Background: an optimization exercise with open tools, aiming at small area and a short achievable clock period. Do not read the settings as production practice.
Only simulation tests tie the RTL to the original design; equivalence was not proved.
Power figures rest on the tool's default switching activity, not on a simulated workload.

==> flow/design.v, too long to show whole: its modules and the start of the top module <==
// module Decoder_Unit: 18 lines
// module ARITHMETIC_UNIT: 1884 lines
// module LOGIC_UNIT: 67 lines
// module CMP_UNIT: 26 lines
// module SHIFT_UNIT: 67 lines
// module ALU_TOP: 68 lines
module ALU_TOP
#(parameter WIDTH = 16)
(
  input wire [WIDTH - 1 : 0]A, B,
  input wire [3 : 0]ALU_FUN,
  input wire CLK, RST,
  output wire [2*WIDTH - 1 : 0]Arith_OUT,
  output wire Carry_OUT,
  output wire Arith_Flag,
  output wire [WIDTH - 1 : 0]Logic_OUT,
  output wire Logic_Flag,
  output wire [1:0]CMP_OUT,
  output wire CMP_Flag,
  output wire [WIDTH - 1 : 0]SHIFT_OUT,
  output wire SHIFT_Flag
);
  // ...
==> flow/run.sh <==
#!/bin/bash
# synth_recipe.tcl (not shown) runs the flow's synth.tcl, then flattens the netlist and writes it again
# the make line also repeats each setting of config.mk as NAME=value (left out here)
make -C /OpenROAD-flow-scripts/flow DESIGN_CONFIG=/design/flow/config.mk WORK_HOME=/design/flow/orfs CLKGATE_MAP_FILE= SYNTH_SCRIPT=/design/flow/synth_recipe.tcl finish
==> flow/config.mk <==
export PLATFORM = sky130hd
export DESIGN_NAME = ALU_TOP
export DESIGN_NICKNAME = ALU_TOP
export VERILOG_FILES = /design/flow/design.v
export SDC_FILE = /design/flow/constraint.sdc
export NUM_CORES = 4
export LEC_CHECK = 0
export ABC_AREA = 1
export CAP_MARGIN = 20
export CORE_MARGIN = 2
export CORE_UTILIZATION = 40
export SLEW_MARGIN = 20
==> flow/constraint.sdc <==
create_clock -name core_clock -period 110.0 [get_ports {CLK}]
set_input_delay 22.0000 -clock core_clock [delete_from_list [all_inputs] [get_ports {CLK}]]
set_output_delay 22.0000 -clock core_clock [all_outputs]
set_load 0.01 [all_outputs]
==> results.py, run 1 <==
metrics = {
    "pwr": {
        "p_int_mw": 0.175,
        "switching_share_pct": 56.7,
        "p_switching_mw": 0.230,
        "ir_drop_mv": 0.0297,
        "p_seq_mw": 0.0302,
        "comb-power_mw": 0.343,
        "p_total_mw": 0.406,
    },
    "run": {
        "drv_cap": 0,
    },
    "sta": {
        "min_period_over_period_pct": 33.2,
        "tightest_slew_ps": 1050,
        "whs_ps": 21780,
        "finalHoldViolations": 0,
    },
    "worst_setup_path": {
        "worst-path-buf-inv": 8,
        "cpMostUsedCell": "nand2_1",
        "worstPathMaxFanout": 18,
        "cp.arrival_ps": 36820,
        "endpoint": "arth_unit.Arith_OUT[2]",
    },
    "drt": {
        "vias": 23688,
        "ant_nets": 0,
    },
    "synth": {
        "yosys.area_share.simple_pct": 34.5,
        "yosysUniqueCellTypes": 72,
        "ys_ff_latch": 70,
        "yosysWarnings": 5,
        "synth-main-ff-cell": "dfrtp_1",
        "synth_fa_ha_area_share_pct": 16.1,
        "synth-async-reset-ratio_pct": 100,
    },
    "cells_and_area": {
        "finalInstanceArea_mm2": 0.0232,
        "largest_class": "multi-input combinational cells",
        "diodes": 1,
    },
    "grt": {
        "antenna_found_initial": 1,
        "met2_usage_pct": 51.4,
    },
    "cts": {
        "cts_setup_buffers": 0,
        "cts-root-buf": "clkbuf_16",
        "ctsHoldBuffers": 0,
        "clockBufferDepth": 2,
        "cts_num_sinks": 70,
    },
    "status": {
        "status": "finished clean",
    },
    "placement": {
        "post_dp_cell_area_mm2": 0.0229,
        "dp_slack_ps": 73590,
    },
}
==> run 2: changes to the inputs <==
--- a/flow/design.v
+++ b/flow/design.v
@@ -684,19 +684,135 @@
 wire hz7 = sb ? ((&B[15:9]) & (|B[8:0])) : ~(|B[15:9]);
 wire hz6 = sb ? ((&B[15:10]) & (|B[9:0])) : ~(|B[15:10]);
 wire hz5 = sb ? ((&B[15:11]) & (|B[10:0])) : ~(|B[15:11]);
 wire hz4 = sb ? ((&B[15:12]) & (|B[11:0])) : ~(|B[15:12]);
 wire hz3 = sb ? ((&B[15:13]) & (|B[12:0])) : ~(|B[15:13]);
 wire hz2 = sb ? ((&B[15:14]) & (|B[13:0])) : ~(|B[15:14]);
 wire hz1 = sb ? ((&B[15:15]) & (|B[14:0])) : ~(|B[15:15]);
 wire hz0 = 1'b1;
-wire [17:0] b3 = {{2{B[15]}}, B} + {B[15], B, 1'b0};    
 wire signed [15:0] bsg = B;
-wire [17:0] y3 = b3 ^ {18{~sb}};
+wire b3c_g0 = (B[1] & B[0]) | ((B[1] | B[0]) & 1'b0);
+wire b3c_g1 = B[2] & B[1];
+wire b3c_t1 = B[2] | B[1];
+wire b3c_g2 = B[3] & B[2];
+wire b3c_t2 = B[3] | B[2];
+wire b3c_g3 = B[4] & B[3];
+wire b3c_t3 = B[4] | B[3];
+wire b3c_g4 = B[5] & B[4];
+wire b3c_t4 = B[5] | B[4];
+wire b3c_g5 = B[6] & B[5];
+wire b3c_t5 = B[6] | B[5];
+wire b3c_g6 = B[7] & B[6];
+wire b3c_t6 = B[7] | B[6];
+wire b3c_g7 = B[8] & B[7];
+wire b3c_t7 = B[8] | B[7];
+wire b3c_g8 = B[9] & B[8];
+wire b3c_t8 = B[9] | B[8];
+wire b3c_g9 = B[10] & B[9];
+wire b3c_t9 = B[10] | B[9];
+wire b3c_g10 = B[11] & B[10];
+wire b3c_t10 = B[11] | B[10];
+wire b3c_g11 = B[12] & B[11];
+wire b3c_t11 = B[12] | B[11];
+wire b3c_g12 = B[13] & B[12];
+wire b3c_t12 = B[13] | B[12];
+wire b3c_g13 = B[14] & B[13];
+wire b3c_t13 = B[14] | B[13];
+wire b3c_g14 = B[15] & B[14];
+wire b3c_t14 = B[15] | B[14];
+wire b3c_g15 = B[15] & B[15];
+wire b3c_t15 = B[15] | B[15];
+wire b3c_g16 = B[15] & B[15];
+wire b3c_t16 = B[15] | B[15];
+wire b3c_G1_1 = b3c_g1 | (b3c_t1 & b3c_g0);
+wire b3c_T1_1 = b3c_t1 & 1'b0;
+wire b3c_G1_3 = b3c_g3 | (b3c_t3 & b3c_g2);
+wire b3c_T1_3 = b3c_t3 & b3c_t2;
+wire b3c_G1_5 = b3c_g5 | (b3c_t5 & b3c_g4);
+wire b3c_T1_5 = b3c_t5 & b3c_t4;
+wire b3c_G1_7 = b3c_g7 | (b3c_t7 & b3c_g6);
+wire b3c_T1_7 = b3c_t7 & b3c_t6;
+wire b3c_G1_9 = b3c_g9 | (b3c_t9 & b3c_g8);
+wire b3c_T1_9 = b3c_t9 & b3c_t8;
+wire b3c_G1_11 = b3c_g11 | (b3c_t11 & b3c_g10);
+wire b3c_T1_11 = b3c_t11 & b3c_t10;
+wire b3c_G1_13 = b3c_g13 | (b3c_t13 & b3c_g12);
+wire b3c_T1_13 = b3c_t13 & b3c_t12;
+wire b3c_G1_15 = b3c_g15 | (b3c_t15 & b3c_g14);
+wire b3c_T1_15 = b3c_t15 & b3c_t14;
+wire b3c_G2_2 = b3c_g2 | (b3c_t2 & b3c_G1_1);
+wire b3c_T2_2 = b3c_t2 & b3c_T1_1;
+wire b3c_G2_3 = b3c_G1_3 | (b3c_T1_3 & b3c_G1_1);
+wire b3c_T2_3 = b3c_T1_3 & b3c_T1_1;
+wire b3c_G2_6 = b3c_g6 | (b3c_t6 & b3c_G1_5);
+wire b3c_T2_6 = b3c_t6 & b3c_T1_5;
+wire b3c_G2_7 = b3c_G1_7 | (b3c_T1_7 & b3c_G1_5);
+wire b3c_T2_7 = b3c_T1_7 & b3c_T1_5;
+wire b3c_G2_10 = b3c_g10 | (b3c_t10 & b3c_G1_9);
+wire b3c_T2_10 = b3c_t10 & b3c_T1_9;
+wire b3c_G2_11 = b3c_G1_11 | (b3c_T1_11 & b3c_G1_9);
+wire b3c_T2_11 = b3c_T1_11 & b3c_T1_9;
+wire b3c_G2_14 = b3c_g14 | (b3c_t14 & b3c_G1_13);
+wire b3c_T2_14 = b3c_t14 & b3c_T1_13;
+wire b3c_G2_15 = b3c_G1_15 | (b3c_T1_15 & b3c_G1_13);
+wire b3c_T2_15 = b3c_T1_15 & b3c_T1_13;
+wire b3c_G3_4 = b3c_g4 | (b3c_t4 & b3c_G2_3);
+wire b3c_T3_4 = b3c_t4 & b3c_T2_3;
+wire b3c_G3_5 = b3c_G1_5 | (b3c_T1_5 & b3c_G2_3);
+wire b3c_T3_5 = b3c_T1_5 & b3c_T2_3;
+wire b3c_G3_6 = b3c_G2_6 | (b3c_T2_6 & b3c_G2_3);
+wire b3c_T3_6 = b3c_T2_6 & b3c_T2_3;
+wire b3c_G3_7 = b3c_G2_7 | (b3c_T2_7 & b3c_G2_3);
+wire b3c_T3_7 = b3c_T2_7 & b3c_T2_3;
+wire b3c_G3_12 = b3c_g12 | (b3c_t12 & b3c_G2_11);
+wire b3c_T3_12 = b3c_t12 & b3c_T2_11;
+wire b3c_G3_13 = b3c_G1_13 | (b3c_T1_13 & b3c_G2_11);
+wire b3c_T3_13 = b3c_T1_13 & b3c_T2_11;
+wire b3c_G3_14 = b3c_G2_14 | (b3c_T2_14 & b3c_G2_11);
+wire b3c_T3_14 = b3c_T2_14 & b3c_T2_11;
+wire b3c_G3_15 = b3c_G2_15 | (b3c_T2_15 & b3c_G2_11);
+wire b3c_T3_15 = b3c_T2_15 & b3c_T2_11;
+wire b3c_G4_8 = b3c_g8 | (b3c_t8 & b3c_G3_7);
+wire b3c_T4_8 = b3c_t8 & b3c_T3_7;
+wire b3c_G4_9 = b3c_G1_9 | (b3c_T1_9 & b3c_G3_7);
+wire b3c_T4_9 = b3c_T1_9 & b3c_T3_7;
+wire b3c_G4_10 = b3c_G2_10 | (b3c_T2_10 & b3c_G3_7);
+wire b3c_T4_10 = b3c_T2_10 & b3c_T3_7;
+wire b3c_G4_11 = b3c_G2_11 | (b3c_T2_11 & b3c_G3_7);
+wire b3c_T4_11 = b3c_T2_11 & b3c_T3_7;
+wire b3c_G4_12 = b3c_G3_12 | (b3c_T3_12 & b3c_G3_7);
+wire b3c_T4_12 = b3c_T3_12 & b3c_T3_7;
+wire b3c_G4_13 = b3c_G3_13 | (b3c_T3_13 & b3c_G3_7);
+wire b3c_T4_13 = b3c_T3_13 & b3c_T3_7;
+wire b3c_G4_14 = b3c_G3_14 | (b3c_T3_14 & b3c_G3_7);
+wire b3c_T4_14 = b3c_T3_14 & b3c_T3_7;
+wire b3c_G4_15 = b3c_G3_15 | (b3c_T3_15 & b3c_G3_7);
+wire b3c_T4_15 = b3c_T3_15 & b3c_T3_7;
+wire b3c_G5_16 = b3c_g16 | (b3c_t16 & b3c_G4_15);
+wire b3c_T5_16 = b3c_t16 & b3c_T4_15;
+wire [17:0] y3;
+assign y3[0] = B[0] ^ ~sb;
+assign y3[1] = (B[1] ^ ~sb) ^ (B[0] ^ 1'b0);
+assign y3[2] = (B[2] ^ ~sb) ^ (B[1] ^ b3c_g0);
+assign y3[3] = (B[3] ^ ~sb) ^ (B[2] ^ b3c_G1_1);
+assign y3[4] = (B[4] ^ ~sb) ^ (B[3] ^ b3c_G2_2);
+assign y3[5] = (B[5] ^ ~sb) ^ (B[4] ^ b3c_G2_3);
+assign y3[6] = (B[6] ^ ~sb) ^ (B[5] ^ b3c_G3_4);
+assign y3[7] = (B[7] ^ ~sb) ^ (B[6] ^ b3c_G3_5);
+assign y3[8] = (B[8] ^ ~sb) ^ (B[7] ^ b3c_G3_6);
+assign y3[9] = (B[9] ^ ~sb) ^ (B[8] ^ b3c_G3_7);
+assign y3[10] = (B[10] ^ ~sb) ^ (B[9] ^ b3c_G4_8);
+assign y3[11] = (B[11] ^ ~sb) ^ (B[10] ^ b3c_G4_9);
+assign y3[12] = (B[12] ^ ~sb) ^ (B[11] ^ b3c_G4_10);
+assign y3[13] = (B[13] ^ ~sb) ^ (B[12] ^ b3c_G4_11);
+assign y3[14] = (B[14] ^ ~sb) ^ (B[13] ^ b3c_G4_12);
+assign y3[15] = (B[15] ^ ~sb) ^ (B[14] ^ b3c_G4_13);
+assign y3[16] = (B[15] ^ ~sb) ^ (B[15] ^ b3c_G4_14);
+assign y3[17] = (B[15] ^ ~sb) ^ (B[15] ^ b3c_G4_15);
 wire hz3_14 = sb ? (bsg >= -16'sd1) : (B <= 16'd1);
 wire hz3_12 = sb ? (bsg >= -16'sd5) : (B <= 16'd5);
 wire hz3_10 = sb ? (bsg >= -16'sd21) : (B <= 16'd21);
 wire hz3_8 = sb ? (bsg >= -16'sd85) : (B <= 16'd85);
 wire hz3_6 = sb ? (bsg >= -16'sd341) : (B <= 16'd341);
 wire hz3_4 = sb ? (bsg >= -16'sd1365) : (B <= 16'd1365);
 wire hz3_2 = sb ? (bsg >= -16'sd5461) : (B <= 16'd5461);
 wire hz3_0 = sb ? (bsg >= -16'sd21845) : (B <= 16'd21845);
==> run 2 against run 1 <==
Net effect: sequential power is essentially flat; clock-buffer cell count grew 1; critical path depth grew 5; synthesized cell count shrank 0.67%; largest power group unchanged.
==> results.py, run 2 <==
metrics = {
    "worst_setup_path": {
        "cp.arrival_ps": 37020,
        "path_class": "primary input to flip-flop",
        "cpMostUsedCell": "nand2_1",
        "crit_required_ps": 110270,
        "cp-start-kind": "primary input",
        "critPathSlowestCell": "clkinv_1",
        "endpoint_kind": "flip-flop",
        "worstPathMaxFanout": 23,
        "cpPeakStageDelay_ps": 550,
    },
    "cts": {
        "ctsHoldBuffers": 0,
        "clockBufferDepth": 2,
        "cts_repair_resize_count": 0,
        "cts_tree": "built",
        "cts_htree_levels": 3,
        "cts-root-buf": "clkbuf_16",
        "clk_pin_slew_ps": 60,
        "cts_buffers": 9,
        "cts_num_sinks": 70,
        "cts_setup_buffers": 0,
    },
    "placement": {
        "port_buffers": 108,
        "gp_congestion": 1.01,
        "dp_hpwl_um": 63200,
    },
    "die": {
        "ios": 109,
        "fp-row-count": 82,
        "initial_core_util_pct": 40.6,
        "die_height_um": 230,
        "die-area_mm2": 0.0528,
        "die_x_um": 230,
        "core_mm2": 0.0502,
    },
    "grt": {
        "grt-ovfl-total": 0,
        "grt_usage_pct": 31.0,
        "grt_pass1_wl_um": 128000,
        "grt_max_degree": 56,
        "grt_pass1_vias": 21944,
        "antenna_found_initial": 0,
    },
    "sta": {
        "tightest_slew_ps": 1050,
        "setup_tns_ps": 0,
        "finalSetupViolations": 0,
        "min_period_over_period_pct": 33.4,
        "whs_ps": 21470,
        "rsz0062_at_grt": "false",
        "max_freq_mhz": 27.2,
        "period_minus_slack_ps": 36750,
        "drv_slew": 0,
        "maxSlewHeadroom_pct": 29.2,
        "finalHoldViolations": 0,
    },
    "cells_and_area": {
        "final_common_cell": "nand2_1",
        "syn_to_final_growth_pct": 9.90,
        "regMostFlops": "arth_unit.Arith_OUT",
        "nFillCells": 5492,
        "layout.nets": 3642,
        "mostFrequentLayoutCells": "962 x nand2_1, 376 x inv_1, 350 x nand3_1",
        "largest_reg_flops": 32,
        "drive_gt1_share_pct": 7.23,
        "diodes": 0,
        "largestRegisters": "arth_unit.Arith_OUT x32, logic_unit.Logic_OUT x16, shft_unit.SHIFT_OUT x16",
    },
    "drt": {
        "routed_wl_um": 82900,
        "vias_per_cell": 5.70,
        "wire_per_inst_um": 20.2,
        "vias": 23376,
        "first_pass_iters": 6,
        "ant_nets": 0,
        "remaining_drc_errors": 0,
        "drt_iter0_drc": 2209,
    },
    "synth": {
        "synth_edf_count": 0,
        "synth_area_leaders": "nand2_1 18%, xor2_1 11%, fa_1 9.7%, dfrtp_1 8.6%, nand3_1 8.6%",
        "yosysWarnings": 5,
        "avgSynthCellArea_um2": 5.98,
        "post-synth-top-area-cell": "nand2_1",
        "synthesis.area_mm2": 0.0204,
        "synth.most_common_cell": "nand2_1",
        "synth_nets": 3622,
        "yosysUniqueCellTypes": 64,
        "synth-async-reset-ratio_pct": 100,
        "synth_common_cells": "962 x nand2_1, 376 x inv_1, 350 x nand3_1",
        "synth-main-ff-cell": "dfrtp_1",
        "synth_cells": 3405,
        "synth_top_area_share_pct": 17.7,
        "ys_seq_area_share_pct": 8.60,
        "ys_ff_latch": 70,
    },
    "run": {
        "drv_cap": 0,
    },
    "pwr": {
        "p_per_area_mw_per_mm2": 17.7,
        "p_leak_nw": 11.5,
        "ir_drop_mv": 0.0204,
    },
    "status": {
        "status": "finished clean",
    },
    "hold_path": {
        "hp-class": "primary input to asynchronous set/reset pin",
    },
}
[run 2: metrics by stage]
stage | cell area (um2) | setup slack (ps) | total power [mW] | instances | util, %
after global placement | 22000 | 73400 | 0.354 | 4086 | 43.9
after floorplan | 20400 | 77310 | 0.260 | 3405 | -
final | 22400 | 73250 | 0.397 | 4102 | 44.6
after detailed placement | 22000 | 73210 | 0.353 | 4086 | 43.9
after global routing | 22400 | 71770 | 0.436 | 4102 | 44.6
after CTS | 22400 | 73560 | 0.395 | 4102 | 44.6
[run 2: layout make-up]
class	instances	area, um2	share of cell area [%]
Clock buffer	11	243	1.08
Clock inverter	5	129	0.576
Inverter	447	1680	7.49
Multi-Input combinational cell	2733	16300	72.6
Sequential cell	70	1750	7.82
Tap cell	672	841	3.76
Timing Repair Buffer	164	1490	6.65
[run 2: logic make-up (layout without fill, tap and decap cells)]
logic type | Yosys count | count (layout) | share of synthesized area, %
simple gates | 1652 | 1652 | 35.5
fa+ha+maj | 179 | 179 | 14.6
xor+xnor | 276 | 276 | 11.9
compound gates | 626 | 626 | 17.6
buf+inv | 602 | 627 | 11.8
flops | 70 | 70 | 8.60
[run 2: worst max path at each step]
stage	slack [ps]	start	to	cells after the start
after floorplan	77310	B[15]	arth_unit.Arith_OUT[21]	104
after global placement	73400	B[13]	arth_unit.Arith_OUT[7]	101
after detailed placement	73210	B[13]	arth_unit.Arith_OUT[7]	103
after CTS	73560	B[13]	arth_unit.Arith_OUT[7]	101
after global routing	71770	B[13]	arth_unit.Arith_OUT[8]	98
final	73250	B[13]	arth_unit.Arith_OUT[7]	101
[run 2: metal layers]
| layer | GRT usage [%] | wire (um) |
|---|---|---|
| met4 | 14.6 | 4090 |
| met2 | 50.7 | 37500 |
| met3 | 4.48 | 6300 |
| met5 | 0 | 0 |
| met1 | 40.2 | 35000 |
[run 2: power breakdown]
group,internal (mW),leakage (nW),switching [mW]
sequential,0.0291,0.940,0.000958
combinational,0.127,10.3,0.202
clock,0.0251,0.180,0.0124
total,0.182,11.5,0.215
[run 2: critical path, delay by kind of cell]
kind / cells / cell delay [ps]
buf+inv: 7 / 1810
compound gates: 7 / 1310
simple gates: 86 / 11360
fa+ha+maj: 1 / 450
==> run 3: changes to the inputs <==
==> flow/flow/run.sh (new file) <==
#!/bin/bash
# Layout flow: the standard synthesis and layout (standard.sh), except that
# the port buffers that global placement inserts use the smallest buffer
# (buf_1) instead of the default pick; every input and output still gets its
# own buffer. Each step's full output goes to a log file in this folder.
set -uo pipefail
bash standard.sh synth > synth.log 2>&1 || exit 1
bash standard.sh "BUFFER_PORTS_ARGS=-buffer_cell sky130_fd_sc_hd__buf_1" finish > layout.log 2>&1 || exit 1
==> flow/standard.sh (new file) <==
#!/bin/bash
# synth_recipe.tcl (not shown) runs the flow's synth.tcl, then flattens the netlist and writes it again
# the make line also repeats each setting of config.mk as NAME=value (left out here)
make -C /OpenROAD-flow-scripts/flow DESIGN_CONFIG=/design/flow/config.mk WORK_HOME=/design/flow/orfs CLKGATE_MAP_FILE= SYNTH_SCRIPT=/design/flow/synth_recipe.tcl "${@:-finish}"
removed: flow/run.sh
==> run 3 against run 2 <==
Net effect: critical path depth down 5; flip-flop and latch count unchanged; worst hold slack better by 55 ps; sequential power about the same; die area unchanged; clock-buffer cell count down 2; via count down 0.21%; clock power about the same; combinational power about the same; critical path type unchanged; highest routed layer is now met5.
==> results.py, run 3 <==
metrics = {
    "cells_and_area": {
        "register_area_mm2": 0.00175,
        "final_common_cell": "nand2_1",
        "finalInstanceArea_mm2": 0.0218,
        "fin_cells": 4108,
        "nFillCells": 5488,
        "drive_gt1_share_pct": 7.39,
        "multi_input_area_mm2": 0.0163,
        "largestRegisters": "arth_unit.Arith_OUT x32, logic_unit.Logic_OUT x16, shft_unit.SHIFT_OUT x16",
        "largest_reg_flops": 32,
        "layout.nets": 3647,
        "mostFrequentLayoutCells": "962 x nand2_1, 375 x inv_1, 350 x nand3_1",
        "regMostFlops": "arth_unit.Arith_OUT",
        "syn_to_final_growth_pct": 6.93,
    },
    "worst_setup_path": {
        "path_class": "primary input to flip-flop",
        "worst-path-buf-inv": 6,
        "cpMostUsedCell": "nand2_1",
        "cpPeakStageDelay_ps": 540,
        "crit_required_ps": 110200,
        "critPathTopFamily": "simple AND/OR/NAND/NOR gates",
        "worstPathMaxFanout": 33,
        "cp-start-kind": "primary input",
        "cp.arrival_ps": 36810,
        "critPathSlowestCell": "o21ai_0",
        "endpoint_kind": "flip-flop",
    },
    "synth": {
        "synth_mux_area_share_pct": 0,
        "yosysWarnings": 5,
        "ys_seq_area_share_pct": 8.60,
        "synth_nets": 3622,
        "synth-async-reset-ratio_pct": 100,
        "synth_top_family_by_area": "simple AND/OR/NAND/NOR gates",
        "ys_ff_latch": 70,
        "synth_common_cells": "962 x nand2_1, 376 x inv_1, 350 x nand3_1",
        "synth_fa_ha_area_share_pct": 14.6,
        "synth_compound_area_share_pct": 17.6,
        "synth_xor_area_share_pct": 11.9,
        "synth_edf_count": 0,
        "synthesis.area_mm2": 0.0204,
        "synth_area_leaders": "nand2_1 18%, xor2_1 11%, fa_1 9.7%, dfrtp_1 8.6%, nand3_1 8.6%",
        "synth_cells": 3405,
        "yosysUniqueCellTypes": 64,
        "synth.most_common_cell": "nand2_1",
        "synth-main-ff-cell": "dfrtp_1",
        "yosys.area_share.simple_pct": 35.5,
        "synth_top_area_share_pct": 17.7,
        "post-synth-top-area-cell": "nand2_1",
        "avgSynthCellArea_um2": 5.98,
    },
    "placement": {
        "port_buffers": 108,
        "gp_congestion": 1.02,
        "post_dp_cell_area_mm2": 0.0214,
        "placed_cells": 4089,
        "dp_hpwl_um": 64200,
    },
    "drt": {
        "first_pass_iters": 9,
        "vias_per_cell": 5.68,
        "wl_met3_um": 7300,
        "dr.max_layer_used": "met5",
        "met1Wirelength_um": 34600,
        "route.met2.wl_um": 37200,
        "remaining_drc_errors": 0,
        "ant_nets": 0,
        "wire_per_inst_um": 20.3,
        "drt_iter0_drc": 2447,
        "routed_wl_um": 83400,
        "vias": 23326,
    },
    "die": {
        "ios": 109,
        "fp-row-count": 82,
        "initial_core_util_pct": 40.6,
        "core_mm2": 0.0502,
        "die-area_mm2": 0.0528,
        "die_x_um": 230,
        "die_height_um": 230,
    },
    "cts": {
        "cts_setup_buffers": 0,
        "cts_buffers": 9,
        "cts_repair_resize_count": 0,
        "clockBufferDepth": 2,
        "clk_pin_slew_ps": 60,
        "cts-root-buf": "clkbuf_16",
        "cts_tree": "built",
        "cts_htree_levels": 3,
        "ctsHoldBuffers": 0,
        "cts_num_sinks": 70,
    },
    "sta": {
        "tightest_slew_ps": 1190,
        "min_period_over_period_pct": 33.3,
        "drv_slew": 0,
        "rsz0062_at_grt": "false",
        "setup_tns_ps": 0,
        "maxSlewHeadroom_pct": 20.9,
        "finalSetupViolations": 0,
        "finalHoldViolations": 0,
        "period_minus_slack_ps": 36600,
        "max_freq_mhz": 27.3,
    },
    "run": {
        "drv_cap": 0,
    },
    "pwr": {
        "p_per_area_mw_per_mm2": 18.0,
        "ir_drop_mv": 0.0222,
        "p_leak_nw": 11.2,
    },
    "grt": {
        "grt_pass1_wl_um": 128000,
        "grt_max_degree": 50,
        "antenna_found_initial": 2,
        "grt-ovfl-total": 0,
        "grt_pass1_vias": 21718,
        "grt_usage_pct": 31.0,
    },
    "hold_path": {
        "hp-class": "primary input to asynchronous set/reset pin",
    },
    "status": {
        "status": "finished clean",
    },
}
-- run 3: cell counts after synthesis --
No cell type changed its count.
-- run 3: routing by layer --
| layer | vias up | global-route usage [%] |
|---|---|---|
| li1 | 11130 | - |
| met1 | 10828 | 40.7 |
| met2 | 1151 | 50.4 |
| met3 | 215 | 4.09 |
| met4 | 2 | 14.6 |
| met5 | - | 0 |
-- run 3: worst paths after layout --
| kind | from | endpoint | slack [ps] | depth (start not counted) |
|---|---|---|---|---|
| max | B[15] | arth_unit.Arith_OUT[4] | 73400 | 96 |
| min | RST | arth_unit.Arith_OUT[6] | 21530 | 1 |
| max in group asynchronous | RST | arth_unit.Arith_OUT[30] | 87500 | 2 |
| min in group core_clock | ALU_FUN[3] | cmp_unit.CMP_Flag | 21890 | 3 |
-- run 3: cell families after synthesis --
logic type | Yosys count
AOI/OAI and AO/OA | 626
xor gates and xnor gates | 276
adders and majority gates | 179
buffers and inverters | 602
DFF | 70
and+or+nand+nor | 1652
-- run 3: power by group --
part / total (mW) / internal (mW) / switching, mW
clock network: 0.0373 / 0.0245 / 0.0128
logic: 0.326 / 0.122 / 0.203
registers: 0.0301 / 0.0291 / 0.00100
-- run 3: cell type report --
cell class | instances | share of cell area (%)
diodes | 1 | 0.0115
multi-input cells | 2733 | 74.7
well taps | 672 | 3.86
inverters | 447 | 7.70
clock inverters | 7 | 0.666
clock buffers | 9 | 1.03
flip-flops and latches | 70 | 8.04
repair buffers | 169 | 4.03
-- run 3: per-stage QoR --
stage / power (mW) / worst slack, ps / util [%] / hold slack [ps]
floorplan: 0.260 / 77310 / - / 21700
global placement: 0.351 / 73580 / 42.6 / 21930
detailed placement: 0.350 / 73450 / 42.6 / 21930
CTS: 0.390 / 73820 / 43.4 / 21530
global route: 0.433 / 71960 / 43.4 / 21550
finish: 0.393 / 73400 / 43.4 / 21530
==> run 4: changes to the inputs <==
==> flow/flow/run.sh (replaced) <==
#!/bin/bash
# Layout flow: the standard synthesis and layout (standard.sh), except that
# - the port buffers that global placement inserts use the smallest buffer
#   (buf_1) instead of the default pick; every input and output still gets its
#   own buffer;
# - the repair_timing run after clock tree synthesis is given a setup margin,
#   so it shortens the longest (divider) paths though the period is met.
# Constraints (constraint.sdc) are unchanged. Each step's output goes to a log
# file in this folder.
set -uo pipefail
BUF="BUFFER_PORTS_ARGS=-buffer_cell sky130_fd_sc_hd__buf_1"
bash standard.sh synth > synth.log 2>&1 || exit 1
bash standard.sh "$BUF" place > place.log 2>&1 || exit 1
bash standard.sh "$BUF" SETUP_SLACK_MARGIN=75 cts > cts.log 2>&1 || exit 1
bash standard.sh "$BUF" finish > finish.log 2>&1 || exit 1
==> run 4 against run 3 <==
Net effect: largest power group unchanged; clock-buffer cell count stayed put; first-iteration DRC count is 5.7% higher; global-route usage hardly changed; worst hold slack worse by 3.9 ps; via count is 0.36% higher.
==> results.py, run 4 <==
metrics = {
    "pwr": {
        "p_leak_nw": 11.2,
        "combPwrFrac_pct": 82.9,
        "p_int_mw": 0.177,
        "pwr-share-clk_pct": 9.5,
        "seqPwrFrac_pct": 7.7,
        "p_per_area_mw_per_mm2": 18.0,
        "switching_share_pct": 55.1,
        "ir_drop_mv": 0.0220,
        "p_switching_mw": 0.217,
    },
    "cells_and_area": {
        "regMostFlops": "arth_unit.Arith_OUT",
        "largest_reg_flops": 32,
        "layout.nets": 3648,
        "nFillCells": 5479,
        "mostFrequentLayoutCells": "960 x nand2_1, 375 x inv_1, 350 x nand3_1",
        "largestRegisters": "arth_unit.Arith_OUT x32, logic_unit.Logic_OUT x16, shft_unit.SHIFT_OUT x16",
        "syn_to_final_growth_pct": 7.41,
        "final_core_util_pct": 43.6,
        "diodes": 0,
        "final_common_cell": "nand2_1",
        "drive_gt1_share_pct": 7.63,
    },
    "cts": {
        "clk_pin_slew_ps": 70,
        "cts_tree": "built",
        "cts_htree_levels": 3,
        "cts_buffers": 9,
        "clockBufferDepth": 2,
        "cts-root-buf": "clkbuf_16",
        "cts_num_sinks": 70,
        "ctsHoldBuffers": 0,
    },
    "die": {
        "ios": 109,
        "die-area_mm2": 0.0528,
        "initial_core_util_pct": 40.6,
        "fp-row-count": 82,
        "die_x_um": 230,
        "core_mm2": 0.0502,
        "die_height_um": 230,
    },
    "synth": {
        "synth-async-reset-ratio_pct": 100,
        "synth_top_area_share_pct": 17.7,
        "synth_cells": 3405,
        "ys_seq_area_share_pct": 8.60,
        "synth_edf_count": 0,
        "post-synth-top-area-cell": "nand2_1",
        "synth-main-ff-cell": "dfrtp_1",
        "ys_ff_latch": 70,
        "synth_nets": 3622,
        "yosysWarnings": 5,
        "avgSynthCellArea_um2": 5.98,
        "yosysUniqueCellTypes": 64,
        "synth.most_common_cell": "nand2_1",
        "synth_area_leaders": "nand2_1 18%, xor2_1 11%, fa_1 9.7%, dfrtp_1 8.6%, nand3_1 8.6%",
        "synth_common_cells": "962 x nand2_1, 376 x inv_1, 350 x nand3_1",
        "synthesis.area_mm2": 0.0204,
    },
    "sta": {
        "finalHoldViolations": 0,
        "setup_tns_ps": 0,
        "finalSetupViolations": 0,
        "period_minus_slack_ps": 35320,
        "tightest_slew_ps": 1020,
        "maxSlewHeadroom_pct": 31.8,
        "drv_slew": 0,
        "rsz0062_at_grt": "false",
        "min_period_over_period_pct": 32.1,
        "max_freq_mhz": 28.3,
    },
    "drt": {
        "vias": 23411,
        "ant_nets": 0,
        "remaining_drc_errors": 0,
        "vias_per_cell": 5.70,
        "first_pass_iters": 8,
        "wire_per_inst_um": 20.3,
        "routed_wl_um": 83400,
        "drt_iter0_drc": 2586,
    },
    "run": {
        "drv_cap": 0,
    },
    "grt": {
        "met2_usage_pct": 50.8,
        "grt_pass1_vias": 21710,
        "grt-ovfl-total": 0,
        "grt_max_degree": 50,
        "grt_usage_pct": 31.0,
        "grt_util_met1_pct": 40.9,
        "gr-max-usage-layer": "met2",
        "grt_pass1_wl_um": 128000,
        "antenna_found_initial": 1,
        "grt_use_met3_pct": 3.78,
    },
    "status": {
        "status": "finished clean",
    },
    "worst_setup_path": {
        "cp-start-kind": "primary input",
        "cpMostUsedCell": "nand2_1",
        "cp.arrival_ps": 35590,
        "worstPathMaxFanout": 19,
        "path_class": "primary input to flip-flop",
        "crit_required_ps": 110270,
        "critPathSlowestCell": "clkdlybuf4s15_2",
        "cpPeakStageDelay_ps": 440,
        "endpoint_kind": "flip-flop",
    },
    "placement": {
        "port_buffers": 108,
        "gp_congestion": 1.02,
        "dp_hpwl_um": 64200,
    },
    "hold_path": {
        "hp-class": "primary input to asynchronous set/reset pin",
    },
}
run 4: cell counts after synthesis:
No cell type changed its count.
run 4: repair_timing:
item | 4_1_cts | 5_1_grt
gates resized for setup | 21 | 0
endpoints found under the setup margin | 32 | 0
buffers inserted | 1 | 0
run 4: final timing paths:
check                            from                 endpoint  slack, ps  depth (start not counted)
max                             B[12]   arth_unit.Arith_OUT[7]      74680                         97
min                               RST   arth_unit.Arith_OUT[6]      21520                          1
max in group asynchronous         RST  arth_unit.Arith_OUT[30]      87500                          2
min in group core_clock    ALU_FUN[3]        cmp_unit.CMP_Flag      21890                          3
run 4: critical path, delay by kind of cell:
family,cells,cell delay [ps]
adders and majority gates,1,270
buffers and inverters,7,1270
and+or+nand+nor,85,10760
AOI/OAI and AO/OA,4,1270
run 4: cell families (layout without fill, tap and decap cells):
group | Yosys count | count (layout) | share of synthesized area [%]
xor+xnor | 276 | 276 | 11.9
simple gates | 1652 | 1652 | 35.5
compound gates | 626 | 626 | 17.6
flops | 70 | 70 | 8.60
buf+inv | 602 | 633 | 11.8
fa+ha+maj | 179 | 179 | 14.6
run 4: per-layer routing:
metal / routed length (um) / vias up
li1: - / 11150
met2: 37600 / 1147
met1: 34700 / 10891
met3: 6890 / 221
met5: 13 / -
met4: 4240 / 2
run 4: power groups by stage:
| stage | clock network, mW | registers [mW] | logic (mW) |
|---|---|---|---|
| finish | 0.0374 | 0.0301 | 0.326 |
| global route | 0.0389 | 0.0305 | 0.364 |
| CTS | 0.0380 | 0.0302 | 0.323 |
| detailed placement | 0 | 0.0306 | 0.319 |
| global placement | 0 | 0.0306 | 0.320 |
| floorplan | 0 | 0.0324 | 0.227 |
run 4: area by class of cell:
type	instances	area, um2	share of cell area (%)
sequential	70	1750	8.00
timing repair buffer	170	922	4.21
multi-input combinational	2733	16300	74.5
clock inverter	7	145	0.663
inverter	447	1690	7.71
clock buffer	9	225	1.03
tap	672	841	3.84
run 4: stage by stage:
step	area (um2)	hold WS, ps	power (mW)	setup slack, ps	instances
after floorplan	20400	21700	0.260	77310	3405
after global placement	21400	21930	0.351	73580	4089
after detailed placement	21400	21930	0.350	73450	4089
after CTS	21900	21530	0.391	75050	4106
after global routing	21900	21550	0.434	73270	4108
final	21900	21520	0.394	74680	4108
==> run 5: changes to the inputs <==
--- a/flow/flow/run.sh
+++ b/flow/flow/run.sh
@@ -14,2 +14,2 @@
 bash standard.sh "$BUF" SETUP_SLACK_MARGIN=75 cts > cts.log 2>&1 || exit 1
-bash standard.sh "$BUF" finish > finish.log 2>&1 || exit 1
+bash standard.sh "$BUF" SETUP_SLACK_MARGIN=74 finish > finish.log 2>&1 || exit 1
==> run 5 against run 4 <==
Net effect: via count decreased by 0.28%; critical endpoint unchanged; largest cell class unchanged; clock-buffer cell count unchanged; maximum frequency increased by 1.3%; global-route usage unchanged; worst setup slack improved by 450 ps; sequential share of layout area decreased by 0.066 points; sequential power about the same; design area increased by 0.83%.
==> results.py, run 5 <==
metrics = {
    "status": {
        "status": "finished clean",
    },
    "placement": {
        "placed_cells": 4089,
        "port_buffers": 108,
        "dp_hpwl_um": 64200,
        "gp_congestion": 1.02,
        "dp_slack_ps": 73450,
    },
    "die": {
        "die_height_um": 230,
        "initial_core_util_pct": 40.6,
        "die_x_um": 230,
        "die-area_mm2": 0.0528,
        "ios": 109,
        "core_mm2": 0.0502,
        "fp-row-count": 82,
    },
    "synth": {
        "avgSynthCellArea_um2": 5.98,
        "yosysWarnings": 5,
        "synthesis.area_mm2": 0.0204,
        "synth-async-reset-ratio_pct": 100,
        "synth_cells": 3405,
        "synth_area_leaders": "nand2_1 18%, xor2_1 11%, fa_1 9.7%, dfrtp_1 8.6%, nand3_1 8.6%",
        "yosysUniqueCellTypes": 64,
        "synth.most_common_cell": "nand2_1",
        "synth_nets": 3622,
        "synth_top_area_share_pct": 17.7,
        "post-synth-top-area-cell": "nand2_1",
        "ys_ff_latch": 70,
        "synth_edf_count": 0,
        "synth_common_cells": "962 x nand2_1, 376 x inv_1, 350 x nand3_1",
        "ys_seq_area_share_pct": 8.60,
        "synth-main-ff-cell": "dfrtp_1",
    },
    "pwr": {
        "combPwrFrac_pct": 82.9,
        "switching_share_pct": 55.2,
        "ir_drop_mv": 0.0221,
        "pwr-share-clk_pct": 9.4,
        "p_switching_mw": 0.218,
        "p_per_area_mw_per_mm2": 17.9,
        "p_leak_nw": 11.3,
        "p_int_mw": 0.177,
        "seqPwrFrac_pct": 7.6,
        "p_total_mw": 0.395,
    },
    "worst_setup_path": {
        "critPathSlowestCell": "nor2_1",
        "path_class": "primary input to flip-flop",
        "cpMostUsedCell": "nand2_1",
        "crit_required_ps": 110270,
        "cpPeakStageDelay_ps": 470,
        "worstPathMaxFanout": 33,
        "endpoint_kind": "flip-flop",
        "cp-start-kind": "primary input",
        "cp.arrival_ps": 35150,
    },
    "grt": {
        "met2_usage_pct": 50.8,
        "grt_util_met1_pct": 40.9,
        "antenna_found_initial": 1,
        "grt_max_degree": 50,
        "gr-max-usage-layer": "met2",
        "grt_pass1_vias": 21710,
        "grt_pass1_wl_um": 128000,
        "grt-ovfl-total": 0,
        "grt_usage_pct": 31.0,
        "grt_use_met3_pct": 3.78,
    },
    "cells_and_area": {
        "drive_gt1_share_pct": 8.05,
        "mostFrequentLayoutCells": "955 x nand2_1, 373 x inv_1, 349 x nand3_1",
        "nFillCells": 5475,
        "syn_to_final_growth_pct": 8.30,
        "diodes": 0,
        "fin_cells": 4111,
        "layout.nets": 3651,
        "final_common_cell": "nand2_1",
        "regMostFlops": "arth_unit.Arith_OUT",
        "largestRegisters": "arth_unit.Arith_OUT x32, logic_unit.Logic_OUT x16, shft_unit.SHIFT_OUT x16",
        "largest_reg_flops": 32,
    },
    "sta": {
        "maxSlewHeadroom_pct": 9.00,
        "rsz0062_at_grt": "false",
        "fin_ws_ps": 75130,
        "drv_slew": 0,
        "tightest_slew_ps": 1350,
        "finalHoldViolations": 0,
        "setup_tns_ps": 0,
        "period_minus_slack_ps": 34870,
        "max_freq_mhz": 28.7,
        "finalSetupViolations": 0,
        "min_period_over_period_pct": 31.7,
        "whs_ps": 21520,
    },
    "cts": {
        "cts_num_sinks": 70,
        "cts_tree": "built",
        "cts-root-buf": "clkbuf_16",
        "cts_htree_levels": 3,
        "clk_pin_slew_ps": 70,
        "ctsHoldBuffers": 0,
        "clockBufferDepth": 2,
        "cts_buffers": 9,
    },
    "hold_path": {
        "hp-class": "primary input to asynchronous set/reset pin",
    },
    "drt": {
        "remaining_drc_errors": 0,
        "ant_nets": 0,
        "vias_per_cell": 5.68,
        "vias": 23345,
        "wire_per_inst_um": 20.3,
        "routed_wl_um": 83600,
        "first_pass_iters": 8,
        "drt_iter0_drc": 2316,
    },
    "run": {
        "drv_cap": 0,
    },
}
## run 5: per-layer routing
metal	wire length [um]	share of wire (%)
met5	13	0.016
met3	6810	8.1
met1	35000	42
met2	37700	45
met4	4130	4.9
## run 5: kinds of logic (layout without fill, tap and decap cells)
logic type,Yosys count,after routing,share of synthesized area (%)
xor gates and xnor gates,276,276,11.9
DFF,70,70,8.60
adders and majority gates,179,179,14.6
and+or+nand+nor,1652,1652,35.5
buffers and inverters,602,636,11.8
AOI/OAI and AO/OA,626,626,17.6
## run 5: critical path: cells and delay by family
kind / cells / cell delay, ps
compound gates: 6 / 1390
simple gates: 83 / 10200
buf+inv: 8 / 1500
## run 5: final cells by class
type	instances	area [um2]	share of cell area (%)
multi-input cells	2733	16400	74.5
flip-flops and latches	70	1750	7.94
well taps	672	841	3.81
clock inverters	7	145	0.658
repair buffers	173	967	4.38
clock buffers	9	225	1.02
inverters	447	1700	7.71
## run 5: metrics by stage
stage | area [um2] | utilization [%]
floorplan | 20400 | -
global placement | 21400 | 42.6
detailed placement | 21400 | 42.6
CTS | 21900 | 43.6
global route | 22100 | 44.0
finish | 22100 | 44.0
## run 5: worst max path at each step
stage                      from                       to  slack (ps)  cells past startpoint
final                     B[15]   arth_unit.Arith_OUT[7]       75130                     97
after global routing      B[15]   arth_unit.Arith_OUT[7]       74000                    105
after floorplan           B[15]  arth_unit.Arith_OUT[21]       77310                    104
after CTS                 B[15]   arth_unit.Arith_OUT[7]       75050                    107
after global placement    B[15]   arth_unit.Arith_OUT[7]       73580                     96
after detailed placement  B[15]   arth_unit.Arith_OUT[4]       73450                     96
## run 5: power groups by stage
stage	Combinational (mW)	Sequential (mW)	Clock, mW
finish	0.328	0.0301	0.0374
CTS	0.323	0.0302	0.0380
global route	0.366	0.0305	0.0389
global placement	0.320	0.0306	0
detailed placement	0.319	0.0306	0
floorplan	0.227	0.0324	0
## run 5: repair_timing
action	CTS	global route
setup endpoints to repair	32	32
gates resized for setup	21	35
pin swaps	1	4
setup buffers	1	3
==> run 6: changes to the inputs <==
--- a/flow/flow/run.sh
+++ b/flow/flow/run.sh
@@ -5,3 +5,4 @@
 #   own buffer;
-# - the repair_timing run after clock tree synthesis is given a setup margin,
+# - the repair_timing runs after clock tree synthesis and after global routing
+#   are given a setup margin,
 #   so it shortens the longest (divider) paths though the period is met.
==> run 6 against run 5 <==
Net effect: still clean; first-iteration DRC count stayed put; routed wire length stayed put; design area is the same; area after synthesis unchanged; clock power about the same; global-route usage is the same; combinational power about the same; flip-flop and latch count unchanged; largest cell class unchanged; highest routed layer unchanged.
==> results.py, run 6 <==
metrics = {
    "status": {
        "status": "finished clean",
    },
    "worst_setup_path": {
        "cp.arrival_ps": 35150,
        "cpMostUsedCell": "nand2_1",
        "path_class": "primary input to flip-flop",
        "critPathSlowestCell": "nor2_1",
        "crit_required_ps": 110270,
        "worstPathMaxFanout": 33,
        "endpoint_kind": "flip-flop",
        "cpPeakStageDelay_ps": 470,
        "cp-start-kind": "primary input",
    },
    "cells_and_area": {
        "final_common_cell": "nand2_1",
        "drive_gt1_share_pct": 8.05,
        "syn_to_final_growth_pct": 8.30,
        "largestRegisters": "arth_unit.Arith_OUT x32, logic_unit.Logic_OUT x16, shft_unit.SHIFT_OUT x16",
        "finalInstanceArea_mm2": 0.0221,
        "largest_reg_flops": 32,
        "diodes": 0,
        "mostFrequentLayoutCells": "955 x nand2_1, 373 x inv_1, 349 x nand3_1",
        "layout.nets": 3651,
        "regMostFlops": "arth_unit.Arith_OUT",
        "final_core_util_pct": 44.0,
    },
    "drt": {
        "remaining_drc_errors": 0,
        "ant_nets": 0,
        "routed_wl_um": 83600,
        "drt_iter0_drc": 2316,
        "vias_per_cell": 5.68,
        "vias": 23345,
        "wire_per_inst_um": 20.3,
        "first_pass_iters": 8,
    },
    "hold_path": {
        "hp-class": "primary input to asynchronous set/reset pin",
    },
    "placement": {
        "gp_congestion": 1.02,
        "post_dp_cell_area_mm2": 0.0214,
        "dp_hpwl_um": 64200,
        "port_buffers": 108,
    },
    "synth": {
        "synth-main-ff-cell": "dfrtp_1",
        "synth_common_cells": "962 x nand2_1, 376 x inv_1, 350 x nand3_1",
        "yosysWarnings": 5,
        "synth.most_common_cell": "nand2_1",
        "yosysUniqueCellTypes": 64,
        "ys_ff_latch": 70,
        "ys_seq_area_share_pct": 8.60,
        "synth_nets": 3622,
        "synth-async-reset-ratio_pct": 100,
        "synth_area_leaders": "nand2_1 18%, xor2_1 11%, fa_1 9.7%, dfrtp_1 8.6%, nand3_1 8.6%",
        "synth_cells": 3405,
        "synth_edf_count": 0,
        "post-synth-top-area-cell": "nand2_1",
        "synth_top_area_share_pct": 17.7,
        "synthesis.area_mm2": 0.0204,
        "avgSynthCellArea_um2": 5.98,
    },
    "die": {
        "fp-row-count": 82,
        "initial_core_util_pct": 40.6,
        "core_mm2": 0.0502,
        "die_x_um": 230,
        "die-area_mm2": 0.0528,
        "ios": 109,
        "die_height_um": 230,
    },
    "grt": {
        "grt_pass1_wl_um": 128000,
        "grt_util_met1_pct": 40.9,
        "antenna_found_initial": 1,
        "met2_usage_pct": 50.8,
        "grt_pass1_vias": 21710,
        "gr-max-usage-layer": "met2",
        "grt_use_met3_pct": 3.78,
        "grt_max_degree": 50,
        "grt-ovfl-total": 0,
        "grt_usage_pct": 31.0,
    },
    "pwr": {
        "pwr-share-clk_pct": 9.4,
        "switching_share_pct": 55.2,
        "p_int_mw": 0.177,
        "combPwrFrac_pct": 82.9,
        "p_per_area_mw_per_mm2": 17.9,
        "ir_drop_mv": 0.0221,
        "seqPwrFrac_pct": 7.6,
        "p_total_mw": 0.395,
        "p_switching_mw": 0.218,
        "p_leak_nw": 11.3,
    },
    "sta": {
        "tightest_slew_ps": 1350,
        "period_minus_slack_ps": 34870,
        "finalHoldViolations": 0,
        "setup_tns_ps": 0,
        "drv_slew": 0,
        "maxSlewHeadroom_pct": 9.00,
        "max_freq_mhz": 28.7,
        "rsz0062_at_grt": "false",
        "whs_ps": 21520,
        "finalSetupViolations": 0,
        "min_period_over_period_pct": 31.7,
    },
    "cts": {
        "cts-root-buf": "clkbuf_16",
        "clk_pin_slew_ps": 70,
        "clockBufferDepth": 2,
        "cts_num_sinks": 70,
        "cts_tree": "built",
        "cts_buffers": 9,
        "cts_htree_levels": 3,
    },
    "run": {
        "drv_cap": 0,
    },
}
run 6: cell counts in the layout (fill, tap and decap cells not counted):
Identical to the previous run, type by type.
run 6: path summary, 6_finish.rpt:
path	start	end	slack, ps	cells past startpoint
worst min-delay path	RST	arth_unit.Arith_OUT[6]	21520	1
min in group core_clock	ALU_FUN[3]	cmp_unit.CMP_Flag	21890	3
max in group asynchronous	RST	arth_unit.Arith_OUT[30]	87490	2
worst max-delay path	B[15]	arth_unit.Arith_OUT[7]	75130	97
run 6: area by class of cell:
type	instances	area, um2
Clock buffer	9	225
Clock inverter	7	145
Fill cell	5475	28100
Inverter	447	1700
Multi-Input combinational cell	2733	16400
Sequential cell	70	1750
Tap cell	672	841
Timing Repair Buffer	173	967
run 6: routing by layer:
layer  share of wire [%]  vias to the layer above
met5               0.016                        -
met4                 4.9                        2
met3                 8.1                      204
met2                  45                     1114
met1                  42                    10872
li1                    -                    11153
run 6: worst max-delay path: cells and delay by family:
family                 cells  cell delay, ps
buffers and inverters      8            1500
AOI/OAI and AO/OA          6            1390
and+or+nand+nor           83           10200
run 6: metrics by stage:
step           setup WS (ps)  std cells
6_report               75130       4111
5_1_grt                74000       4111
4_1_cts                75050       4106
3_5_place_dp           73450       4089
3_3_place_gp           73580       4089
2_1_floorplan          77310       3405
run 6: kinds of logic (layout without fill, tap and decap cells):
group / Yosys count / in the layout / share of synthesized area [%]
fa+ha+maj: 179 / 179 / 14.6
buf+inv: 602 / 636 / 11.8
xor+xnor: 276 / 276 / 11.9
simple gates: 1652 / 1652 / 35.5
compound gates: 626 / 626 / 17.6
flops: 70 / 70 / 8.60
run 6: power groups by stage:
stage / Clock (mW) / Sequential [mW] / Combinational, mW
2_1_floorplan: 0 / 0.0324 / 0.227
3_5_place_dp: 0 / 0.0306 / 0.319
3_3_place_gp: 0 / 0.0306 / 0.320
6_report: 0.0374 / 0.0301 / 0.328
5_1_grt: 0.0389 / 0.0305 / 0.366
4_1_cts: 0.0380 / 0.0302 / 0.323
run 6: repair_timing:
item                                    CTS  global route
pin swaps                                 1             4
buffers inserted                          1             3
endpoints found under the setup margin   32            32
gates resized for setup                  21            35
hold buffers                              0             0
==> run 7: changes to the inputs <==
--- a/flow/flow/run.sh
+++ b/flow/flow/run.sh
@@ -5,4 +5,3 @@
 #   own buffer;
-# - the repair_timing runs after clock tree synthesis and after global routing
-#   are given a setup margin,
+# - the repair_timing run after clock tree synthesis is given a setup margin,
 #   so it shortens the longest (divider) paths though the period is met.
@@ -14,3 +13,3 @@
 bash standard.sh "$BUF" place > place.log 2>&1 || exit 1
-bash standard.sh "$BUF" SETUP_SLACK_MARGIN=75 cts > cts.log 2>&1 || exit 1
-bash standard.sh "$BUF" SETUP_SLACK_MARGIN=74 finish > finish.log 2>&1 || exit 1
+bash standard.sh "$BUF" SETUP_SLACK_MARGIN=78 cts > cts.log 2>&1 || exit 1
+bash standard.sh "$BUF" finish > finish.log 2>&1 || exit 1
==> run 7 against run 6 <==
Net effect: still clean; core utilization rose by 8.3 points; synthesized cell count is the same; sequential share of layout area shrank 1.3 points; die area did not move; critical path depth decreased by 1; clock-buffer cell count is the same; critical endpoint is now arth_unit.Arith_OUT[8]; highest routed layer is now met4.
==> results.py, run 7 <==
metrics = {
    "sta": {
        "min_period_over_period_pct": 30.0,
        "whs_ps": 21530,
        "drv_slew": 0,
        "tightest_slew_ps": 1160,
        "period_minus_slack_ps": 32970,
        "rsz0062_at_grt": "false",
        "max_freq_mhz": 30.3,
        "finalHoldViolations": 0,
        "finalSetupViolations": 0,
        "maxSlewHeadroom_pct": 22.5,
        "setup_tns_ps": 0,
    },
    "worst_setup_path": {
        "critPathTopFamily": "simple AND/OR/NAND/NOR gates",
        "endpoint_kind": "flip-flop",
        "path_depth": 96,
        "path_class": "primary input to flip-flop",
        "worstPathMaxFanout": 8,
        "cpPeakStageDelay_ps": 280,
        "cp-start-kind": "primary input",
        "cpMostUsedCell": "nand2_2",
        "crit_required_ps": 110290,
        "cp.arrival_ps": 33270,
        "worst-path-buf-inv": 14,
        "critPathSlowestCell": "ha_1",
    },
    "synth": {
        "synth-main-ff-cell": "dfrtp_1",
        "synth_edf_count": 0,
        "synth_area_leaders": "nand2_1 18%, xor2_1 11%, fa_1 9.7%, dfrtp_1 8.6%, nand3_1 8.6%",
        "yosysUniqueCellTypes": 64,
        "synth.most_common_cell": "nand2_1",
        "synth_common_cells": "962 x nand2_1, 376 x inv_1, 350 x nand3_1",
        "ys_ff_latch": 70,
        "yosysWarnings": 5,
        "synthesis.area_mm2": 0.0204,
        "ys_seq_area_share_pct": 8.60,
        "synth-async-reset-ratio_pct": 100,
        "avgSynthCellArea_um2": 5.98,
        "synth_cells": 3405,
        "post-synth-top-area-cell": "nand2_1",
        "synth_nets": 3622,
        "synth_top_area_share_pct": 17.7,
    },
    "drt": {
        "first_pass_iters": 8,
        "drt_iter0_drc": 2878,
        "routed_wl_um": 91500,
        "ant_nets": 0,
        "remaining_drc_errors": 0,
        "vias_per_cell": 5.81,
        "wire_per_inst_um": 21.0,
        "vias": 25271,
    },
    "cells_and_area": {
        "regMostFlops": "arth_unit.Arith_OUT",
        "syn_to_final_growth_pct": 28.7,
        "drive_gt1_share_pct": 24.0,
        "nFillCells": 5022,
        "final_core_util_pct": 52.3,
        "multi_input_area_mm2": 0.0184,
        "mostFrequentLayoutCells": "790 x nand2_1, 359 x inv_1, 252 x xor2_1",
        "final_common_cell": "nand2_1",
        "layout.nets": 3890,
        "largestRegisters": "arth_unit.Arith_OUT x32, logic_unit.Logic_OUT x16, shft_unit.SHIFT_OUT x16",
        "register_area_mm2": 0.00175,
        "largest_reg_flops": 32,
    },
    "cts": {
        "ctsHoldBuffers": 0,
        "cts_htree_levels": 3,
        "clockBufferDepth": 2,
        "cts_tree": "built",
        "clk_pin_slew_ps": 60,
        "cts_buffers": 9,
        "cts-root-buf": "clkbuf_16",
        "cts_num_sinks": 70,
    },
    "run": {
        "drv_cap": 0,
    },
    "placement": {
        "port_buffers": 108,
        "gp_congestion": 1.02,
        "dp_hpwl_um": 64200,
    },
    "pwr": {
        "p_leak_nw": 13.0,
        "p_per_area_mw_per_mm2": 16.7,
        "ir_drop_mv": 0.0221,
    },
    "die": {
        "die_x_um": 230,
        "die-area_mm2": 0.0528,
        "ios": 109,
        "fp-row-count": 82,
        "initial_core_util_pct": 40.6,
        "core_mm2": 0.0502,
        "die_height_um": 230,
    },
    "grt": {
        "antenna_found_initial": 1,
        "grt_pass1_wl_um": 141000,
        "grt_pass1_vias": 24500,
        "grt_usage_pct": 34.1,
        "grt-ovfl-total": 0,
        "grt_max_degree": 50,
    },
    "hold_path": {
        "hp-class": "primary input to asynchronous set/reset pin",
    },
    "status": {
        "status": "finished clean",
    },
}
==> run 7: how the worst max path moves through the flow <==
| stage | slack, ps | start | to |
|---|---|---|---|
| global route | 76210 | A[9] | arth_unit.Arith_OUT[8] |
| CTS | 77660 | B[14] | arth_unit.Arith_OUT[19] |
| detailed placement | 73450 | B[15] | arth_unit.Arith_OUT[4] |
| global placement | 73580 | B[15] | arth_unit.Arith_OUT[7] |
| floorplan | 77310 | B[15] | arth_unit.Arith_OUT[21] |
| finish | 77030 | B[6] | arth_unit.Arith_OUT[8] |
==> run 7: kinds of logic (layout without fill, tap and decap cells) <==
group                    after synthesis  in the layout  share of synthesized area [%]
AND/OR/NAND/NOR                     1652           1661                           35.5
adder cells (fa/ha/maj)              179            179                           14.6
XOR/XNOR                             276            276                           11.9
other                                  0              1                              0
AO/OA/AOI/OAI                        626            626                           17.6
buffers and inverters                602            866                           11.8
flip-flops                            70             70                           8.60
==> run 7: layout make-up <==
class	instances	share of cell area, %
antenna	1	0.00954
clock buffer	9	0.859
clock inverter	7	0.553
inverter	447	6.87
multi-input combinational	2742	70.0
sequential	70	6.68
tap	672	3.21
timing repair buffer	403	11.8
==> run 7: metrics by stage <==
stage               power [mW]  area [um2]  setup WS (ps)  cells
global placement         0.351       21400          73580   4089
finish                   0.438       26200          77030   4351
floorplan                0.260       20400          77310   3405
global route             0.477       26200          76210   4350
CTS                      0.431       26200          77660   4349
detailed placement       0.350       21400          73450   4089
==> run 7: timing repair <==
item,in CTS,in global routing
gates resized for setup,621,0
endpoints found under the setup margin,32,0
setup buffers,230,0
==> run 7: metal layers <==
metal / track usage, % / part of all wire [%] / vias up
li1: - / - / 11662
met1: 43.2 / 40 / 11812
met2: 54.9 / 45 / 1448
met3: 5.00 / 8.7 / 349
met4: 20.7 / 6.5 / 0
met5: 0 / 0 / -
==> run 7: report_power, final <==
| group | internal [mW] | switching (mW) | leakage, nW |
|---|---|---|---|
| sequential | 0.0291 | 0.00100 | 0.940 |
| combinational | 0.146 | 0.225 | 11.9 |
| clock | 0.0245 | 0.0128 | 0.176 |
| total | 0.199 | 0.239 | 13.0 |
==> run 8: changes to the inputs <==
--- a/flow/flow/run.sh
+++ b/flow/flow/run.sh
@@ -13,3 +13,3 @@
 bash standard.sh "$BUF" place > place.log 2>&1 || exit 1
-bash standard.sh "$BUF" SETUP_SLACK_MARGIN=78 cts > cts.log 2>&1 || exit 1
-bash standard.sh "$BUF" finish > finish.log 2>&1 || exit 1
+bash standard.sh "$BUF" SETUP_SLACK_MARGIN=76 cts > cts.log 2>&1 || exit 1
+bash standard.sh "$BUF" SETUP_SLACK_MARGIN=75 finish > finish.log 2>&1 || exit 1
==> run 8 against run 7 <==
Net effect: still clean on timing, DRC and antenna; routed wire length fell by 7.4%; global-route usage fell by 2.7 points; clock-buffer cell count did not move.
==> results.py, run 8 <==
metrics = {
    "status": {
        "status": "finished clean",
    },
    "placement": {
        "placed_cells": 4089,
        "dp_hpwl_um": 64200,
        "dp_slack_ps": 73450,
        "port_buffers": 108,
        "post_dp_cell_area_mm2": 0.0214,
        "gp_congestion": 1.02,
    },
    "sta": {
        "finalHoldViolations": 0,
        "drv_slew": 0,
        "fin_ws_ps": 76020,
        "period_minus_slack_ps": 33980,
        "finalSetupViolations": 0,
        "whs_ps": 21530,
        "max_freq_mhz": 29.4,
        "setup_tns_ps": 0,
        "min_period_over_period_pct": 30.9,
        "tightest_slew_ps": 1180,
        "maxSlewHeadroom_pct": 21.3,
        "rsz0062_at_grt": "false",
    },
    "grt": {
        "grt_pass1_wl_um": 129000,
        "grt_pass1_vias": 21918,
        "antenna_found_initial": 0,
        "grt_max_degree": 50,
        "grt-ovfl-total": 0,
        "grt_usage_pct": 31.4,
    },
    "synth": {
        "synth_edf_count": 0,
        "synth_cells": 3405,
        "synth-async-reset-ratio_pct": 100,
        "yosysWarnings": 5,
        "synth_fa_ha_area_share_pct": 14.6,
        "synth_top_family_by_area": "simple AND/OR/NAND/NOR gates",
        "avgSynthCellArea_um2": 5.98,
        "synth.most_common_cell": "nand2_1",
        "synth_area_leaders": "nand2_1 18%, xor2_1 11%, fa_1 9.7%, dfrtp_1 8.6%, nand3_1 8.6%",
        "synth_compound_area_share_pct": 17.6,
        "synth_mux_area_share_pct": 0,
        "post-synth-top-area-cell": "nand2_1",
        "synth_nets": 3622,
        "synth_top_area_share_pct": 17.7,
        "yosysUniqueCellTypes": 64,
        "ys_ff_latch": 70,
        "synth-main-ff-cell": "dfrtp_1",
        "synthesis.area_mm2": 0.0204,
        "synth_common_cells": "962 x nand2_1, 376 x inv_1, 350 x nand3_1",
        "yosys.area_share.simple_pct": 35.5,
        "synth_xor_area_share_pct": 11.9,
        "ys_seq_area_share_pct": 8.60,
    },
    "drt": {
        "ant_nets": 0,
        "wire_per_inst_um": 20.5,
        "remaining_drc_errors": 0,
        "vias": 23601,
        "routed_wl_um": 84800,
        "drt_iter0_drc": 2530,
        "first_pass_iters": 6,
        "vias_per_cell": 5.70,
    },
    "die": {
        "die_x_um": 230,
        "die-area_mm2": 0.0528,
        "initial_core_util_pct": 40.6,
        "ios": 109,
        "die_height_um": 230,
        "core_mm2": 0.0502,
        "fp-row-count": 82,
    },
    "hold_path": {
        "hp-class": "primary input to asynchronous set/reset pin",
    },
    "cells_and_area": {
        "layout.nets": 3675,
        "mostFrequentLayoutCells": "946 x nand2_1, 370 x inv_1, 341 x nand3_1",
        "final_core_util_pct": 45.1,
        "fin_cells": 4137,
        "finalInstanceArea_mm2": 0.0226,
        "largest_reg_flops": 32,
        "regMostFlops": "arth_unit.Arith_OUT",
        "nFillCells": 5428,
        "final_common_cell": "nand2_1",
        "largestRegisters": "arth_unit.Arith_OUT x32, logic_unit.Logic_OUT x16, shft_unit.SHIFT_OUT x16",
        "syn_to_final_growth_pct": 11.0,
        "drive_gt1_share_pct": 9.79,
    },
    "cts": {
        "cts_num_sinks": 70,
        "cts_htree_levels": 3,
        "cts-root-buf": "clkbuf_16",
        "ctsHoldBuffers": 0,
        "clockBufferDepth": 2,
        "cts_tree": "built",
        "clk_pin_slew_ps": 60,
        "cts_buffers": 9,
    },
    "worst_setup_path": {
        "cp.arrival_ps": 34270,
        "worstPathMaxFanout": 19,
        "endpoint_kind": "flip-flop",
        "cpPeakStageDelay_ps": 400,
        "path_class": "primary input to flip-flop",
        "critPathSlowestCell": "a21boi_1",
        "crit_required_ps": 110290,
        "cpMostUsedCell": "nand2_1",
        "cp-start-kind": "primary input",
    },
    "pwr": {
        "p_total_mw": 0.401,
        "p_leak_nw": 11.5,
        "p_per_area_mw_per_mm2": 17.7,
        "ir_drop_mv": 0.0221,
    },
    "run": {
        "drv_cap": 0,
    },
}
[run 8: repair_timing]
action,CTS,global route
setup endpoints to repair,32,32
gates cloned,4,1
setup buffers,13,11
gates resized for setup,94,35
pin swaps,11,9
[run 8: routing by layer]
layer	routed length [um]	share of wire, %	global-route usage (%)
met1	35100	41	41.4
met2	38500	45	51.2
met4	4050	4.8	14.7
met5	0	0	0
met3	7100	8.4	3.77
[run 8: worst paths after layout]
path                       startpoint                 endpoint  slack, ps  cells past startpoint
worst max-delay path            B[15]  arth_unit.Arith_OUT[15]      76020                    103
worst min-delay path              RST   arth_unit.Arith_OUT[6]      21530                      1
max in group asynchronous         RST  arth_unit.Arith_OUT[30]      87490                      2
min in group core_clock    ALU_FUN[3]        cmp_unit.CMP_Flag      21890                      3
[run 8: kinds of logic (layout without fill, tap and decap cells)]
logic type      Yosys count  after routing
simple gates           1652           1655
xor+xnor                276            276
buf+inv                 602            657
other cells               0              2
flops                    70             70
compound gates          626            626
fa+ha+maj               179            179
[run 8: worst max-delay path: cells and delay by family]
kind | cells | cell delay, ps
compound gates | 2 | 600
simple gates | 90 | 10260
buf+inv | 10 | 1150
fa+ha+maj | 1 | 220
[run 8: cell type report]
type                            count  area, um2  area share [%]
Multi-Input combinational cell   2736      16700            74.0
Sequential cell                    70       1750            7.75
Inverter                          447       1730            7.66
Timing Repair Buffer              194       1190            5.25
Tap cell                          672        841            3.72
Clock buffer                        9        225           0.996
Clock inverter                      7        145           0.642
Antenna cell                        2       5.00          0.0221
[run 8: power by group]
part	total (mW)	internal [mW]	leakage, nW	switching (mW)
Clock	0.0373	0.0245	0.176	0.0128
Combinational	0.333	0.126	10.4	0.207
Sequential	0.0301	0.0291	0.940	0.000984
Total	0.401	0.179	11.5	0.221

[port drivers added, routing unchanged]
How much do the figures lean on ideal ports? The routed layouts below were timed once more, with nothing changed but the port constraints. Step 1 sets driving cells, clkbuf_16 on the clock port and buf_2 on the other inputs (assumed; they add their load-dependent delay and slew). Step 2 adds t to the input delays and takes it off the output delays; t is the mean of the earliest and latest rising clock arrival at the registers after step 1. Input paths then give back, and output paths get back, about the clock's delay inside the block. Slacks: no drivers / after step 1 / after step 2; pairs: no drivers / after step 1.
| run | t (ns) | setup WS [ns] | worst setup path after step 2 | cell pins on the clock port's net |
|---|---|---|---|---|
| run 1 | 0.429 | 73.492 / 73.514 / 73.085 | input to register | 1 |
| run 2 | 0.415 | 73.252 / 73.272 / 72.856 | input to register | 1 |
| run 3 | 0.413 | 73.399 / 73.422 / 73.008 | input to register | 1 |
| run 4 | 0.415 | 74.681 / 74.689 / 74.274 | input to register | 1 |
| run 5 | 0.413 | 75.127 / 75.142 / 74.728 | input to register | 1 |
| run 6 | 0.413 | 75.127 / 75.142 / 74.728 | input to register | 1 |
| run 7 | 0.413 | 77.027 / 76.985 / 76.572 | input to register | 1 |
| run 8 | 0.413 | 76.017 / 76.002 / 75.588 | input to register | 1 |
After both steps setup and hold are still met in every run listed. The setup slack of run 7, which loses most, moves by -0.042 ns with the drivers and by -0.455 ns with both steps.
